Context: an optimization exercise on an open-source flow, tuned for small area. The choices shown serve that exercise and are no tape-out recipe. Function was checked by simulation only, so behaviour that the tests miss may differ from the original. Power is estimated from default activity; no workload was simulated.

==> inputs of v19 <==
// pe_group
module pe_group # (
	parameter NUM_PEGS = 4,
	parameter NUM_PES = 8,
	parameter LOG2_PES = 3,
	parameter IN_DATA_TYPE = 8,
	parameter OUT_DATA_TYPE = 16)(
		clk,
		rst,
		i_data_valid,
		i_data_bus,
		i_stationary,
		i_dest_bus,
		i_vn_seperator,
		o_data_valid,
		o_data_bus
);
make LEC_CHECK=0 CAP_MARGIN=20 CORE_MARGIN=2 CORE_UTILIZATION=40 GPL_TIMING_DRIVEN=0 SLEW_MARGIN=20 finish   # period 5.5 ns
run.sh (not shown) runs the stock make flow with config.mk's settings and CLKGATE_MAP_FILE= SYNTH_SCRIPT=/design/flow/synth_recipe.tcl, a recipe that flattens the netlist after the stock synthesis.
==> v33: changes against v19 <==
--- a/flow/design.v
+++ b/flow/design.v
@@ -2,13 +2,13 @@
 	input clk,
 	input rst,
 	input i_valid,
 	input [8:0] i_eq,
 	input [127:0] i_p,
 	output reg [7:0] o_valid,
-	output reg [127:0] o_data
+	output [127:0] o_data
 );
 	wire [15:0] p0 = i_p[0 +: 16];
 	wire [15:0] p1 = i_p[16 +: 16];
 	wire [15:0] p2 = i_p[32 +: 16];
 	wire [15:0] p3 = i_p[48 +: 16];
 	wire [15:0] p4 = i_p[64 +: 16];
@@ -51,15 +51,18 @@
 	wire [15:0] o2hi = e2 ? p2 + p3 : p3;
 	wire [15:0] o4lo = e4 ? p4 + p5 : p4;
 	wire [15:0] o4hi = e4 ? p4 + p5 : n_a4;
 	wire [15:0] o6 = e6 ? p6 + p7 : n_a6;
 	wire [15:0] n_a1 = (i_valid & a1_left) ? o2lo : (i_valid & a1_right) ? o0 : r_a1;
 	wire [15:0] n_a5 = (i_valid & a5_left) ? o6 : (i_valid & a5_right) ? o4hi : r_a5;
-	wire [15:0] o1 = e1 ? o0 + o2lo : n_a1;
-	wire [15:0] o5 = e5 ? o4hi + o6 : n_a5;
-	wire [15:0] s3 = (x13 ? o1 : o2hi) + (x46 ? o5 : o4lo);
+	wire [15:0] s1 = o0 + o2lo;
+	wire [15:0] o1 = e1 ? s1 : n_a1;
+	wire [15:0] s5 = o4hi + o6;
+	wire [15:0] o5 = e5 ? s5 : n_a5;
+	wire [15:0] l3 = (x13 & e1) ? s1 : x13 ? n_a1 : o2hi;
+	wire [15:0] r3 = (x46 & e5) ? s5 : x46 ? n_a5 : o4lo;
 	always @ (posedge clk) begin
 		if (rst) begin
 			r_a0 <= 16'd0;
 			r_a1 <= 16'd0;
 			r_a2 <= 16'd0;
 			r_a4 <= 16'd0;
@@ -88,22 +91,28 @@
 	assign w_v[4] = l5_4 | a4_both | a4_left;
 	assign w_v[5] = l3_5 | a4_both | a4_right;
 	assign w_v[6] = l5_6 | a6_both;
 	assign w_v[7] = a6_both | a6_right;
 	wire [127:0] w_o;
 	assign w_o[0 +: 16] = l1_0 ? o0 : p0;
-	assign w_o[16 +: 16] = l3_1 ? o1 : p1;
+	assign w_o[16 +: 16] = e1 ? s1 : p1;  
 	assign w_o[32 +: 16] = l1_2 ? o2lo : p2;
-	assign w_o[48 +: 16] = e3 ? s3 : p3;
+	assign w_o[48 +: 16] = e3 ? l3 : p3;  
 	assign w_o[64 +: 16] = l5_4 ? o4hi : p4;
-	assign w_o[80 +: 16] = l3_5 ? o5 : p5;
+	assign w_o[80 +: 16] = e5 ? s5 : p5;  
 	assign w_o[96 +: 16] = l5_6 ? o6 : p6;
 	assign w_o[112 +: 16] = p7;
+	reg [127:0] r_o;
+	reg [15:0] r_r3;
+	assign o_data[47:0] = r_o[47:0];
+	assign o_data[63:48] = r_o[63:48] + r_r3;
+	assign o_data[127:64] = r_o[127:64];
 	always @ (posedge clk) begin
 		o_valid <= i_valid ? w_v : 8'd0;
-		o_data <= w_o;
+		r_o <= w_o;
+		r_r3 <= e3 ? r3 : 16'd0;
 	end
 endmodule
 module mul8s (input [7:0] a, input [7:0] b, output [15:0] p);
 	wire c100;
 	wire c102;
 	wire c104;
@@ -133,14 +142,12 @@
 	wire c152;
 	wire c154;
 	wire c156;
 	wire c158;
 	wire c160;
 	wire c162;
-	wire c164;
-	wire c166;
 	wire c66;
 	wire c68;
 	wire c70;
 	wire c72;
 	wire c74;
 	wire c76;
@@ -247,14 +254,12 @@
 	wire s151;
 	wire s153;
 	wire s155;
 	wire s157;
 	wire s159;
 	wire s161;
-	wire s163;
-	wire s165;
 	wire s65;
 	wire s67;
 	wire s69;
 	wire s71;
 	wire s73;
 	wire s75;
@@ -429,18 +434,14 @@
 	assign s157 = c130 ^ s131 ^ c156;
 	assign c158 = (c130 & s131) | (c130 & c156) | (s131 & c156);
 	assign s159 = c132 ^ s133 ^ c158;
 	assign c160 = (c132 & s133) | (c132 & c158) | (s133 & c158);
 	assign s161 = c134 ^ s135 ^ c160;
 	assign c162 = (c134 & s135) | (c134 & c160) | (s135 & c160);
-	assign s163 = c136 ^ s137 ^ c162;
-	assign c164 = (c136 & s137) | (c136 & c162) | (s137 & c162);
-	assign s165 = c138 ^ s139 ^ c164;
-	assign c166 = (c138 & s139) | (c138 & c164) | (s139 & c164);
-	wire [5:0] hs = {1'b1, c148, c146, c144, c142, c140} + {1'b0, pp64, s147, s145, s143, s141} + c166;
-	assign p = {hs, s165, s163, s161, s159, s157, s155, s153, s151, s149, pp1};
+	wire [7:0] hs = {1'b1, c148, c146, c144, c142, c140, c138, c136} + {1'b0, pp64, s147, s145, s143, s141, s139, s137} + c162;
+	assign p = {hs, s161, s159, s157, s155, s153, s151, s149, pp1};
 endmodule
 module pe_group # (
 	parameter NUM_PEGS = 4,
 	parameter NUM_PES = 8,
 	parameter LOG2_PES = 3,
 	parameter IN_DATA_TYPE = 8,
@@ -509,38 +510,38 @@
 	wire [2:0] v5 = i_vn[15 +: 3];
 	wire [2:0] v6 = i_vn[18 +: 3];
 	wire [2:0] v7 = i_vn[21 +: 3];
 	wire w_e3 = (v3 == v4);
 	wire [NEQ-1:0] w_eq = {w_e3 ? (v4 == v6) : (v3 == v5), w_e3 ? (v1 == v3) : (v2 == v4),
 		v6 == v7, v5 == v6, v4 == v5, w_e3, v2 == v3, v1 == v2, v0 == v1};
+	localparam [NEQ-1:0] C_IDLE = 9'b0_0000_1110;
+	localparam [NEQ-1:0] C_LOAD = 9'b0_0011_1000;
+	wire [NEQ-1:0] w_code = ~i_valid ? C_IDLE : i_stationary ? C_LOAD : w_eq;
 	reg [63:0] r_d [1:DEPTH];
 	reg [NEQ-1:0] r_eq [1:DEPTH+1];
-	reg [DEPTH+1:1] r_st;  
-	reg [DEPTH:1] r_ld;  
 	integer k;
 	always @ (posedge clk) begin
 		r_d[1] <= w_sel;
-		r_eq[1] <= w_eq;
-		r_st[1] <= i_valid & ~i_stationary;
-		r_ld[1] <= i_valid & i_stationary;
+		r_eq[1] <= w_code;
 		for (k = 2; k <= DEPTH; k = k + 1) begin
 			r_d[k] <= r_d[k-1];
 			r_eq[k] <= r_eq[k-1];
-			r_st[k] <= r_st[k-1];
-			r_ld[k] <= r_ld[k-1];
 		end
 		r_eq[DEPTH+1] <= r_eq[DEPTH];
-		r_st[DEPTH+1] <= r_st[DEPTH];
 	end
+	wire [NEQ-1:0] c6 = r_eq[DEPTH];
+	wire [NEQ-1:0] c7 = r_eq[DEPTH+1];
+	wire w_ld6 = c6[3] & c6[4] & c6[5] & ~c6[8] & ~c6[1];
+	wire w_st7 = ~(c7[3] & ((c7[1] & c7[2] & ~c7[7]) | (c7[4] & c7[5] & ~c7[8])));
 	reg [63:0] r_w;
 	reg [127:0] r_p;
 	wire [127:0] w_p;
 	always @ (posedge clk) begin
 		if (rst) begin
 			r_w <= 64'd0;
-		end else if (r_ld[DEPTH]) begin
+		end else if (w_ld6) begin
 			r_w <= r_d[DEPTH];
 		end
 	end
 	generate
 		for (p = 0; p < 8; p = p + 1) begin : mul
 			mul8s u_mul (.a(r_d[DEPTH][p*8 +: 8]), .b(r_w[p*8 +: 8]), .p(w_p[p*16 +: 16]));
@@ -549,13 +550,13 @@
 	always @ (posedge clk) begin
 		r_p <= w_p;
 	end
 	peg_fan u_fan (
 		.clk(clk),
 		.rst(rst),
-		.i_valid(r_st[DEPTH+1]),
+		.i_valid(w_st7),
 		.i_eq(r_eq[DEPTH+1]),
 		.i_p(r_p),
 		.o_valid(o_valid),
 		.o_data(o_data)
 	);
 endmodule
==> flow/flow/run.sh (new file) <==
#!/bin/bash
# The standard layout (the standard.sh, with the standard flow's own synthesis), with the
# buffers that Yosys/ABC put in the netlist removed at floorplan instead of kept.
set -euo pipefail
bash standard.sh REMOVE_ABC_BUFFERS=1 finish > standard_flow.log 2>&1
==> flow/standard.sh (new file) <==
#!/bin/bash
# synth_recipe.tcl (not shown) runs the flow's synth.tcl, then flattens the netlist and writes it again
# the make line also repeats each setting of config.mk as NAME=value (left out here)
make -C /OpenROAD-flow-scripts/flow DESIGN_CONFIG=/design/flow/config.mk WORK_HOME=/design/flow/orfs CLKGATE_MAP_FILE= SYNTH_SCRIPT=/design/flow/synth_recipe.tcl "${@:-finish}"
Settings changed: CORE_UTILIZATION 40 to 55, CTS_CLUSTER_DIAMETER from default to 60, CTS_CLUSTER_SIZE from default to 30, SETUP_SLACK_MARGIN from default to 0.1.
removed: flow/run.sh
==> v18: changes against v19 <==
--- a/flow/design.v
+++ b/flow/design.v
@@ -2,13 +2,13 @@
 	input clk,
 	input rst,
 	input i_valid,
 	input [8:0] i_eq,
 	input [127:0] i_p,
 	output reg [7:0] o_valid,
-	output reg [127:0] o_data
+	output [127:0] o_data
 );
 	wire [15:0] p0 = i_p[0 +: 16];
 	wire [15:0] p1 = i_p[16 +: 16];
 	wire [15:0] p2 = i_p[32 +: 16];
 	wire [15:0] p3 = i_p[48 +: 16];
 	wire [15:0] p4 = i_p[64 +: 16];
@@ -51,15 +51,18 @@
 	wire [15:0] o2hi = e2 ? p2 + p3 : p3;
 	wire [15:0] o4lo = e4 ? p4 + p5 : p4;
 	wire [15:0] o4hi = e4 ? p4 + p5 : n_a4;
 	wire [15:0] o6 = e6 ? p6 + p7 : n_a6;
 	wire [15:0] n_a1 = (i_valid & a1_left) ? o2lo : (i_valid & a1_right) ? o0 : r_a1;
 	wire [15:0] n_a5 = (i_valid & a5_left) ? o6 : (i_valid & a5_right) ? o4hi : r_a5;
-	wire [15:0] o1 = e1 ? o0 + o2lo : n_a1;
-	wire [15:0] o5 = e5 ? o4hi + o6 : n_a5;
-	wire [15:0] s3 = (x13 ? o1 : o2hi) + (x46 ? o5 : o4lo);
+	wire [15:0] s1 = o0 + o2lo;
+	wire [15:0] o1 = e1 ? s1 : n_a1;
+	wire [15:0] s5 = o4hi + o6;
+	wire [15:0] o5 = e5 ? s5 : n_a5;
+	wire [15:0] l3 = (x13 & e1) ? s1 : x13 ? n_a1 : o2hi;
+	wire [15:0] r3 = (x46 & e5) ? s5 : x46 ? n_a5 : o4lo;
 	always @ (posedge clk) begin
 		if (rst) begin
 			r_a0 <= 16'd0;
 			r_a1 <= 16'd0;
 			r_a2 <= 16'd0;
 			r_a4 <= 16'd0;
@@ -88,22 +91,28 @@
 	assign w_v[4] = l5_4 | a4_both | a4_left;
 	assign w_v[5] = l3_5 | a4_both | a4_right;
 	assign w_v[6] = l5_6 | a6_both;
 	assign w_v[7] = a6_both | a6_right;
 	wire [127:0] w_o;
 	assign w_o[0 +: 16] = l1_0 ? o0 : p0;
-	assign w_o[16 +: 16] = l3_1 ? o1 : p1;
+	assign w_o[16 +: 16] = e1 ? s1 : p1;  
 	assign w_o[32 +: 16] = l1_2 ? o2lo : p2;
-	assign w_o[48 +: 16] = e3 ? s3 : p3;
+	assign w_o[48 +: 16] = e3 ? l3 : p3;  
 	assign w_o[64 +: 16] = l5_4 ? o4hi : p4;
-	assign w_o[80 +: 16] = l3_5 ? o5 : p5;
+	assign w_o[80 +: 16] = e5 ? s5 : p5;  
 	assign w_o[96 +: 16] = l5_6 ? o6 : p6;
 	assign w_o[112 +: 16] = p7;
+	reg [127:0] r_o;
+	reg [15:0] r_r3;
+	assign o_data[47:0] = r_o[47:0];
+	assign o_data[63:48] = r_o[63:48] + r_r3;
+	assign o_data[127:64] = r_o[127:64];
 	always @ (posedge clk) begin
 		o_valid <= i_valid ? w_v : 8'd0;
-		o_data <= w_o;
+		r_o <= w_o;
+		r_r3 <= e3 ? r3 : 16'd0;
 	end
 endmodule
 module mul8s (input [7:0] a, input [7:0] b, output [15:0] p);
 	wire c100;
 	wire c102;
 	wire c104;
@@ -133,14 +142,12 @@
 	wire c152;
 	wire c154;
 	wire c156;
 	wire c158;
 	wire c160;
 	wire c162;
-	wire c164;
-	wire c166;
 	wire c66;
 	wire c68;
 	wire c70;
 	wire c72;
 	wire c74;
 	wire c76;
@@ -247,14 +254,12 @@
 	wire s151;
 	wire s153;
 	wire s155;
 	wire s157;
 	wire s159;
 	wire s161;
-	wire s163;
-	wire s165;
 	wire s65;
 	wire s67;
 	wire s69;
 	wire s71;
 	wire s73;
 	wire s75;
@@ -429,18 +434,14 @@
 	assign s157 = c130 ^ s131 ^ c156;
 	assign c158 = (c130 & s131) | (c130 & c156) | (s131 & c156);
 	assign s159 = c132 ^ s133 ^ c158;
 	assign c160 = (c132 & s133) | (c132 & c158) | (s133 & c158);
 	assign s161 = c134 ^ s135 ^ c160;
 	assign c162 = (c134 & s135) | (c134 & c160) | (s135 & c160);
-	assign s163 = c136 ^ s137 ^ c162;
-	assign c164 = (c136 & s137) | (c136 & c162) | (s137 & c162);
-	assign s165 = c138 ^ s139 ^ c164;
-	assign c166 = (c138 & s139) | (c138 & c164) | (s139 & c164);
-	wire [5:0] hs = {1'b1, c148, c146, c144, c142, c140} + {1'b0, pp64, s147, s145, s143, s141} + c166;
-	assign p = {hs, s165, s163, s161, s159, s157, s155, s153, s151, s149, pp1};
+	wire [7:0] hs = {1'b1, c148, c146, c144, c142, c140, c138, c136} + {1'b0, pp64, s147, s145, s143, s141, s139, s137} + c162;
+	assign p = {hs, s161, s159, s157, s155, s153, s151, s149, pp1};
 endmodule
 module pe_group # (
 	parameter NUM_PEGS = 4,
 	parameter NUM_PES = 8,
 	parameter LOG2_PES = 3,
 	parameter IN_DATA_TYPE = 8,
@@ -509,38 +510,38 @@
 	wire [2:0] v5 = i_vn[15 +: 3];
 	wire [2:0] v6 = i_vn[18 +: 3];
 	wire [2:0] v7 = i_vn[21 +: 3];
 	wire w_e3 = (v3 == v4);
 	wire [NEQ-1:0] w_eq = {w_e3 ? (v4 == v6) : (v3 == v5), w_e3 ? (v1 == v3) : (v2 == v4),
 		v6 == v7, v5 == v6, v4 == v5, w_e3, v2 == v3, v1 == v2, v0 == v1};
+	localparam [NEQ-1:0] C_IDLE = 9'b0_0000_1110;
+	localparam [NEQ-1:0] C_LOAD = 9'b0_0011_1000;
+	wire [NEQ-1:0] w_code = ~i_valid ? C_IDLE : i_stationary ? C_LOAD : w_eq;
 	reg [63:0] r_d [1:DEPTH];
 	reg [NEQ-1:0] r_eq [1:DEPTH+1];
-	reg [DEPTH+1:1] r_st;  
-	reg [DEPTH:1] r_ld;  
 	integer k;
 	always @ (posedge clk) begin
 		r_d[1] <= w_sel;
-		r_eq[1] <= w_eq;
-		r_st[1] <= i_valid & ~i_stationary;
-		r_ld[1] <= i_valid & i_stationary;
+		r_eq[1] <= w_code;
 		for (k = 2; k <= DEPTH; k = k + 1) begin
 			r_d[k] <= r_d[k-1];
 			r_eq[k] <= r_eq[k-1];
-			r_st[k] <= r_st[k-1];
-			r_ld[k] <= r_ld[k-1];
 		end
 		r_eq[DEPTH+1] <= r_eq[DEPTH];
-		r_st[DEPTH+1] <= r_st[DEPTH];
 	end
+	wire [NEQ-1:0] c6 = r_eq[DEPTH];
+	wire [NEQ-1:0] c7 = r_eq[DEPTH+1];
+	wire w_ld6 = c6[3] & c6[4] & c6[5] & ~c6[8] & ~c6[1];
+	wire w_st7 = ~(c7[3] & ((c7[1] & c7[2] & ~c7[7]) | (c7[4] & c7[5] & ~c7[8])));
 	reg [63:0] r_w;
 	reg [127:0] r_p;
 	wire [127:0] w_p;
 	always @ (posedge clk) begin
 		if (rst) begin
 			r_w <= 64'd0;
-		end else if (r_ld[DEPTH]) begin
+		end else if (w_ld6) begin
 			r_w <= r_d[DEPTH];
 		end
 	end
 	generate
 		for (p = 0; p < 8; p = p + 1) begin : mul
 			mul8s u_mul (.a(r_d[DEPTH][p*8 +: 8]), .b(r_w[p*8 +: 8]), .p(w_p[p*16 +: 16]));
@@ -549,13 +550,13 @@
 	always @ (posedge clk) begin
 		r_p <= w_p;
 	end
 	peg_fan u_fan (
 		.clk(clk),
 		.rst(rst),
-		.i_valid(r_st[DEPTH+1]),
+		.i_valid(w_st7),
 		.i_eq(r_eq[DEPTH+1]),
 		.i_p(r_p),
 		.o_valid(o_valid),
 		.o_data(o_data)
 	);
 endmodule
Settings changed: SETUP_SLACK_MARGIN from default to 0.1.
==> qor summary <==
item                                                                        v18             v33                   v19
Setup ws final                                                        0.2347 ns       0.2028 ns           -0.04585 ns
Final worst path period share                                            95.73%          96.31%                100.8%
Critical Path AT                                                        6.15 ns         4.20 ns               6.41 ns
Transition time at the pin with the least slew margin                  1.236 ns        1.077 ns              1.140 ns
Met3 Track Usage GR                                                      3.629%          4.424%                2.903%
Result of the run                                                finished clean  finished clean       failed layout checks
Layout check failures                                                         -               -  negative setup slack
Number of different library cells in the post-synthesis netlist             101             101                    90
Xor/xnor share of the synthesized area                                   3.112%          3.112%                2.929%
Die Span X                                                             690.4 µm        589.4 µm              682.2 µm
Power consumed by the clock network                                    0.0270 W        0.0236 W              0.0278 W
Clk slew on worst S/H paths                                             0.07 ns         0.09 ns               0.06 ns
Multi-input gate share of total cell area                                46.75%          48.62%                47.66%
Post-Synthesis Cells                                                     18,332          18,332                17,384
Number of clock buffers in the layout                                       462             303                   492
Switching Share                                                          33.37%          35.33%                36.61%
Number of logic inverters in the finished layout                          2,432           2,436                 2,375
Sequential cell power                                                  0.0328 W        0.0331 W              0.0356 W

## what the ideal ports hide
Ports are ideal in the flow. The routed layouts listed here were re-timed in OpenROAD.
Step 1 sets driving cells, clkbuf_16 on the clock port and buf_2 on the other inputs (assumed; they add their load-dependent delay and slew).
Step 2 moves the port delays by t, midway between the first and last clock arrival at a register: inputs arrive t later, outputs are due t later. That takes back most of the time a late clock gives input paths.
Three values: no drivers, after step 1, after step 2; two values: the first two.
run	t (ns)	slack for setup (ns)	slew at the worst register clock pin (ns)	worst data-port slew with drivers (ns)
v19	1.083	-0.046 / -0.046 / -0.046	0.07 / 0.07	0.14
v33	1.050	0.203 / 0.083 / 0.294	0.10 / 0.10	0.44
v18	1.100	0.235 / 0.146 / 0.235	0.07 / 0.07	0.18
